From an optimization exercise on the open Yosys and OpenROAD flow, aimed at a short achievable clock period and few clock cycles; shortcuts taken in it are not production practice. Power figures rest on the tool's default switching activity, not on a simulated workload.

==> raven: inputs <==
Design ARM, start of the top module:
module ARM(
    input CLK,
    input RESET,
    input [31:0] InstrF,
    input [31:0] ReadData,
    output reg MemWriteM,
    output [31:0] PCF,
    output reg [31:0] ALUResultM,
    output [31:0] WriteData
    );
    localparam NBTB = 8;
    localparam NBW  = 3;
    integer i, j;
    reg  [31:2] pcF;
    reg  [NBTB-1:0] hitF;       
    reg         validD;
    reg  [31:0] InstrD;
    reg  [31:2] pcD, pc4D, pc8D, tgtD;
    reg         seqD;           
    reg         fbD, fbPredD;
    reg  [3:0]  fbCondD;
    reg  [31:2] fbAltD;
    reg  [NBW-1:0] fbIdxD;
    reg  [3:0]  raAD, raBD;
    reg         isDPD, isMemD, isBrD, isStoreD, isLoadD, useAD, useBrD, regWDD, pcAD;
    reg  [31:0] rfAD, rfBD;
    reg         validE;
    reg  [3:0]  condE;
    reg         branchE, predE;
    reg         regWE, memWE, memtoRegE;
    reg  [1:0]  flagWE;
    reg  [3:0]  wa3E;
    reg  [32:0] xE, yE;
    reg         cinE;
    reg  [31:0] logE;
    reg         selSumE, vSubE, vAddE, vA31E, vB31E;
    reg  [31:0] stDataE;
    reg         fwdSE;
    reg  [31:2] tgtE, fallE, pcE;
    reg         fbE, fbPredE;
    reg  [3:0]  fbCondE;
  ...
make LEC_CHECK=0 ABC_CLOCK_PERIOD_IN_PS=3500 CAP_MARGIN=20 CORE_MARGIN=2 CORE_UTILIZATION=40 SETUP_SLACK_MARGIN=5 SLEW_MARGIN=20 finish   # period 9.0 ns
run.sh (not shown) runs the stock make flow with config.mk's settings and CLKGATE_MAP_FILE= SYNTH_SCRIPT=/design/flow/synth_recipe.tcl, a recipe that flattens the netlist after the stock synthesis.
==> fjord (differences from raven) <==
--- a/flow/design.v
+++ b/flow/design.v
@@ -18,52 +18,61 @@
     reg  [31:0] InstrD;
     reg  [31:2] pcD, pc4D, pc8D, tgtD;
     reg         seqD;           
     reg         fbD, fbPredD;
     reg  [3:0]  fbCondD;
     reg  [31:2] fbAltD;
     reg  [NBW-1:0] fbIdxD;
+    reg         fbBackD, fbLpD;
+    reg  [4:0]  fbSnapD;
     reg  [3:0]  raAD, raBD;
     reg         isDPD, isMemD, isBrD, isStoreD, isLoadD, useAD, useBrD, regWDD, pcAD;
     reg  [31:0] rfAD, rfBD;
     reg         validE;
     reg  [3:0]  condE;
     reg         branchE, predE;
     reg         regWE, memWE, memtoRegE;
     reg  [1:0]  flagWE;
     reg  [3:0]  wa3E;
     reg  [32:0] xE, yE;
     reg         cinE;
-    reg  [31:0] logE;
+    reg         selAndE, selEorE, selOrrE, selBicE, selMovE, selMvnE;
     reg         selSumE, vSubE, vAddE, vA31E, vB31E;
     reg  [31:0] stDataE;
     reg         fwdSE;
     reg  [31:2] tgtE, fallE, pcE;
     reg         fbE, fbPredE;
     reg  [3:0]  fbCondE;
     reg  [31:2] fbAltE;
     reg  [NBW-1:0] fbIdxE;
+    reg         fbBackE, fbLpE;
+    reg  [4:0]  fbSnapE;
     reg         regWriteM, memtoRegM;
     reg  [3:0]  wa3M;
     reg  [31:0] WriteDataM;
     reg  [1:0]  flagWM;
     reg         cM, vM;
     reg         fbM, fbPredM;
     reg  [3:0]  fbCondM;
     reg  [31:2] fbAltM;
     reg  [NBW-1:0] fbIdxM;
+    reg         fbBackM, fbLpM;
+    reg  [4:0]  fbSnapM;
     reg         flagN, flagZ, flagC, flagV;
     reg  [31:0] rf [0:14];
     reg  [NBTB-1:0] btbV;
     reg  [31:2] btbTag [0:NBTB-1];
     reg  [31:2] btbTgt [0:NBTB-1];
     reg  [3:0]  btbCond[0:NBTB-1];
     reg  [1:0]  btbCtr [0:NBTB-1];
     reg  [NBTB-1:0] btbTm [0:NBTB-1];    
     reg  [NBW-1:0] btbPtr;
+    reg  [NBTB-1:0] btbBack, lpValid;
+    reg  [4:0]  lpCnt  [0:NBTB-1];
+    reg  [4:0]  lpTrip [0:NBTB-1];
     assign PCF = {pcF, 2'b00};
     assign WriteData = WriteDataM;
     function condPass(input [3:0] c, input n, input z, input cf, input v);
         case (c)
             4'b0000: condPass = z;
             4'b0001: condPass = ~z;
             4'b0010: condPass = cf;
@@ -122,15 +131,21 @@
                     assign kg[gl+1][gb] = kg[gl][gb];
                     assign kp[gl+1][gb] = kp[gl][gb];
                 end
             end
         end
     endgenerate
     wire [32:0] sum = pg ^ kg[6][32:0];
-    wire [31:0] resE = selSumE ? sum[31:0] : logE;
+    wire [31:0] resE = ({32{selSumE}} & sum[31:0])
+                     | ({32{selAndE}} & (xE[31:0] & yE[31:0]))
+                     | ({32{selEorE}} & pg[31:0])
+                     | ({32{selOrrE}} & (xE[31:0] | yE[31:0]))
+                     | ({32{selBicE}} & (xE[31:0] & ~yE[31:0]))
+                     | ({32{selMovE}} & yE[31:0])
+                     | ({32{selMvnE}} & ~yE[31:0]);
     wire vE = (vSubE & (vA31E ^ vB31E) & ~(vB31E ^ sum[31]))
             | (vAddE & ~(vA31E ^ vB31E) & (vB31E ^ sum[31]));
     wire [31:0] stE = fwdSE ? wdM : stDataE;
     wire redirE = validE & branchE & (condEx ^ predE) & ~killE;
     wire [31:2] redirPcE = predE ? fallE : tgtE;
     wire eWill = validE & regWE & condEx;
     always @(posedge CLK) begin
@@ -145,14 +160,17 @@
             flagWM    <= {2{validE & ~killE & condEx}} & flagWE;
             fbM       <= validE & ~killE & fbE;
         end
         fbPredM    <= fbPredE;
         fbCondM    <= fbCondE;
         fbAltM     <= fbAltE;
         fbIdxM     <= fbIdxE;
+        fbBackM    <= fbBackE;
+        fbSnapM    <= fbSnapE;
+        fbLpM      <= fbLpE;
         memtoRegM  <= memtoRegE;
         wa3M       <= wa3E;
         ALUResultM <= resE;
         WriteDataM <= stE;
         cM         <= sum[32];
         vM         <= vE;
     end
@@ -178,41 +196,41 @@
             2'b10:   shOut = $signed(valBS) >>> shamtD;
             default: shOut = (valBS >> shamtD) | (valBS << (6'd32 - {1'b0, shamtD}));
         endcase
     end
     wire [31:0] opB = isDPD ? (immD ? {24'd0, InstrD[7:0]} : (byBL ? ReadData : shOut))
                             : {20'd0, InstrD[11:0]};
     reg invA, invB, cin, m1D, selSum, vSub, vAdd;
-    reg [31:0] logic_;
+    reg selAnd, selEor, selOrr, selBic, selMov, selMvn;
     reg [1:0] flagW;
     always @(*) begin
         invA = 0; invB = 0; cin = 0; m1D = 0; vSub = 0; vAdd = 0; selSum = 0;
-        logic_ = opB;
+        selAnd = 0; selEor = 0; selOrr = 0; selBic = 0; selMov = 0; selMvn = 0;
         flagW = 2'b00;
         if (isMemD) begin
             selSum = 1;
             if (!upD) begin invB = 1; cin = 1; vSub = 1; end
         end else if (isDPD) begin
             case (aluOpD)
-                4'b0000: begin logic_ = valA & opB; flagW = {sD, 1'b0}; end
-                4'b0001: begin logic_ = valA ^ opB; flagW = {sD, 1'b0}; end
+                4'b0000: begin selAnd = 1; flagW = {sD, 1'b0}; end
+                4'b0001: begin selEor = 1; flagW = {sD, 1'b0}; end
                 4'b0010: begin selSum = 1; invB = 1; cin = 1; vSub = 1; flagW = {2{sD}}; end
                 4'b0011: begin selSum = 1; invA = 1; cin = 1; flagW = {2{sD}}; end
                 4'b0100: begin selSum = 1; vAdd = 1; flagW = {2{sD}}; end
                 4'b0101: begin selSum = 1; cin = 1; vAdd = 1; flagW = {2{sD}}; end
                 4'b0110: begin selSum = 1; invB = 1; m1D = 1; vAdd = 1; flagW = {2{sD}}; end
                 4'b0111: begin selSum = 1; invA = 1; m1D = 1; vAdd = 1; flagW = {2{sD}}; end
-                4'b1000: begin logic_ = valA & opB; flagW = 2'b10; end
-                4'b1001: begin logic_ = valA ^ opB; flagW = 2'b10; end
+                4'b1000: begin selAnd = 1; flagW = 2'b10; end
+                4'b1001: begin selEor = 1; flagW = 2'b10; end
                 4'b1010: begin selSum = 1; invB = 1; cin = 1; vSub = 1; flagW = 2'b11; end
                 4'b1011: begin selSum = 1; vAdd = 1; flagW = 2'b11; end
-                4'b1100: begin logic_ = valA | opB; flagW = {sD, 1'b0}; end
-                4'b1101: begin logic_ = opB; flagW = 2'b10; end
-                4'b1110: begin logic_ = valA & ~opB; flagW = {sD, 1'b0}; end
-                default: begin logic_ = ~opB; flagW = {sD, 1'b0}; end
+                4'b1100: begin selOrr = 1; flagW = {sD, 1'b0}; end
+                4'b1101: begin selMov = 1; flagW = 2'b10; end
+                4'b1110: begin selBic = 1; flagW = {sD, 1'b0}; end
+                default: begin selMvn = 1; flagW = {sD, 1'b0}; end
             endcase
         end
     end
     wire [31:0] a1 = invA ? ~valA : valA;
     wire [31:0] b1 = invB ? ~opB : opB;
     wire        m1 = m1D & fC;
     wire [32:0] xD = m1 ? {1'b1, ~(a1 ^ b1)} : {1'b0, a1};
@@ -241,23 +259,31 @@
             flagWE  <= flagW;
             fbE     <= fbD;
         end
         fbPredE   <= fbPredD;
         fbCondE   <= fbCondD;
         fbAltE    <= fbAltD;
         fbIdxE    <= fbIdxD;
+        fbBackE   <= fbBackD;
+        fbSnapE   <= fbSnapD;
+        fbLpE     <= fbLpD;
         condE     <= condD;
         predE     <= predD;
         memtoRegE <= isLoadD;
         wa3E      <= rdD;
         xE        <= xD;
         yE        <= yD;
         cinE      <= cin;
-        logE      <= logic_;
         selSumE   <= selSum;
+        selAndE   <= selAnd;
+        selEorE   <= selEor;
+        selOrrE   <= selOrr;
+        selBicE   <= selBic;
+        selMovE   <= selMov;
+        selMvnE   <= selMvn;
         vSubE     <= vSub;
         vAddE     <= vAdd;
         vA31E     <= valA[31];
         vB31E     <= opB[31];
         stDataE   <= valB;
         fwdSE     <= eWill & isStoreD & (wa3E == raBD);
         tgtE      <= tgtD;
@@ -265,31 +291,40 @@
         pcE       <= pcD;
     end
     reg [1:0] btbCtrF;
     reg [31:2] btbTgtF;
     reg [3:0] btbCondF;
     reg [NBW-1:0] btbIdxF;
     reg [NBTB-1:0] tmHitF;     
+    reg btbBackF, lpExitF;
+    reg [4:0] lpCntF;
     always @(*) begin
+        btbBackF = 1'b0;
+        lpExitF = 1'b0;
+        lpCntF = 5'd0;
         btbCtrF = 2'd0;
         btbTgtF = 30'd0;
         btbCondF = 4'd0;
         btbIdxF = {NBW{1'b0}};
         tmHitF = {NBTB{1'b0}};
         for (i = 0; i < NBTB; i = i + 1)
             if (hitF[i]) begin
                 btbCtrF  = btbCtrF | btbCtr[i];
                 btbTgtF  = btbTgtF | btbTgt[i];
                 btbCondF = btbCondF | btbCond[i];
                 btbIdxF  = btbIdxF | i[NBW-1:0];
                 tmHitF   = tmHitF | btbTm[i];
+                btbBackF = btbBackF | btbBack[i];
+                lpExitF  = lpExitF | (lpValid[i] & (lpCnt[i] == lpTrip[i]));
+                lpCntF   = lpCntF | lpCnt[i];
             end
     end
     wire btbHitF  = |hitF;
-    wire btbPredF = btbCtrF[1];
+    wire lpUseF   = btbBackF & lpExitF;
+    wire btbPredF = btbCtrF[1] & ~lpUseF;
     wire [31:2] pcF1 = pcF + 30'd1;
     wire [31:2] pcF2 = pcF + 30'd2;
     reg [31:2] pcN;
     reg [NBTB-1:0] hitN;
     always @(*) begin
         if (fbMissM) begin
             pcN = fbAltM;    hitN = btbMatch(fbAltM);
@@ -335,14 +370,17 @@
             tgtD     <= pcF2 + {{6{InstrF[23]}}, InstrF[23:0]};
             seqD     <= (pcF == pc4D);
             fbD      <= btbHitF;
             fbPredD  <= btbPredF;
             fbCondD  <= btbCondF;
             fbAltD   <= btbPredF ? pcF2 : btbTgtF;
             fbIdxD   <= btbIdxF;
+            fbBackD  <= btbBackF;
+            fbSnapD  <= lpCntF;
+            fbLpD    <= lpUseF;
             raAD     <= raAF;
             raBD     <= raBF;
             pcAD     <= (raAF == 4'd15);
             isDPD    <= isDPF;
             isMemD   <= isMemF;
             isBrD    <= (opF == 2'b10);
             isStoreD <= isStoreF;
@@ -364,15 +402,34 @@
         end else begin
             if (fbM) begin
                 if (fbPassM && btbCtr[fbIdxM] != 2'b11)
                     btbCtr[fbIdxM] <= btbCtr[fbIdxM] + 2'd1;
                 else if (!fbPassM && btbCtr[fbIdxM] != 2'b00)
                     btbCtr[fbIdxM] <= btbCtr[fbIdxM] - 2'd1;
             end
+            if (btbHitF && btbBackF && !stallD && !redirD && !redirE && !fbMissM)
+                lpCnt[btbIdxF] <= btbPredF ? (lpCntF + {4'd0, lpCntF != 5'd31}) : 5'd0;
+            if (validD && fbD && fbBackD && (redirE || fbMissM))
+                lpCnt[fbIdxD] <= fbSnapD;
+            if (validE && fbE && fbBackE && fbMissM)
+                lpCnt[fbIdxE] <= fbSnapE;
+            if (fbM && fbBackM) begin
+                if (!fbPassM) begin
+                    lpTrip[fbIdxM]  <= fbSnapM;
+                    lpValid[fbIdxM] <= (fbSnapM != 5'd31);
+                end else if (fbLpM) begin
+                    lpValid[fbIdxM] <= 1'b0;
+                end
+                if (fbMissM)
+                    lpCnt[fbIdxM] <= fbPassM ? fbSnapM + 5'd1 : 5'd0;
+            end
             if (learnD) begin
+                btbBack[btbPtr] <= InstrD[23];
+                lpValid[btbPtr] <= 1'b0;
+                lpCnt[btbPtr]   <= 5'd0;
                 btbV[btbPtr]    <= 1'b1;
                 btbTag[btbPtr]  <= pcE;
                 btbTgt[btbPtr]  <= tgtD;
                 btbCond[btbPtr] <= condD;
                 btbCtr[btbPtr]  <= predD ? 2'b11 : 2'b01;
                 for (i = 0; i < NBTB; i = i + 1) begin
                     if (i == btbPtr) begin
==> qor summary <==
item	raven	fjord
Run status	finished clean	finished clean
Mux cell area share after synthesis	7.72%	7.88%
Antenna violations before repair	59	64
Worst setup path category	primary input to register	register to register
Wire length on met3	93300 µm	89100 µm
Clock share of power	35.9%	36.9%
Synthesized instance count	9606	9965
Routed wire length	565000 µm	556000 µm
CP max-delay cell	sky130_fd_sc_hd__o21ai_0	sky130_fd_sc_hd__xor2_1
Layout sequential cell count	1788	1879
Detailed placer's ending HPWL	363000 µm	372000 µm
Clock group total power	8540 µW	8840 µW
Router iterations before antenna repair	8	10
Fraction of layout cells with a size suffix above 1	22.2%	18.0%
Crit path largest cell delay	0.94 ns	0.52 ns
Fraction of standard cell area in multi-input logic	43.2%	42.8%
Clock distribution area overhead in the final layout	5.46%	5.59%
Row Count	185	189
Seq power	9700 µW	10100 µW
Fraction of met2 tracks used by global routing	55.8%	53.3%
No run of this note included a check of the RTL's function; only the layout flow was run.

[port drivers added, routing unchanged]
In the flow no input, the clock included, has a driving cell. The finished layouts below were timed again as built, in two steps.
Step 1: set_driving_cell puts a clkbuf_16 on CLK and a buf_2 on each other input, an assumption about the parent block.
Step 2 adds t to the input delays and takes it off the output delays; t is the mean of the earliest and latest rising clock arrival at the registers after step 1. Input paths then give back, and output paths get back, about the clock's delay inside the block.
a / b / c = ideal / step 1 / step 2; a / b = the first two.
run	t (ns)	setup slack, ns	slew at the worst register clock pin (ns)
raven	0.997	4.143 / 4.201 / 3.205	0.07 / 0.07
fjord	0.992	4.743 / 4.743 / 3.851	0.08 / 0.08
After both steps setup and hold are still met in every run listed. For raven, which loses most, drivers alone change the setup slack by +0.058 ns; drivers and shift together by -0.938 ns.
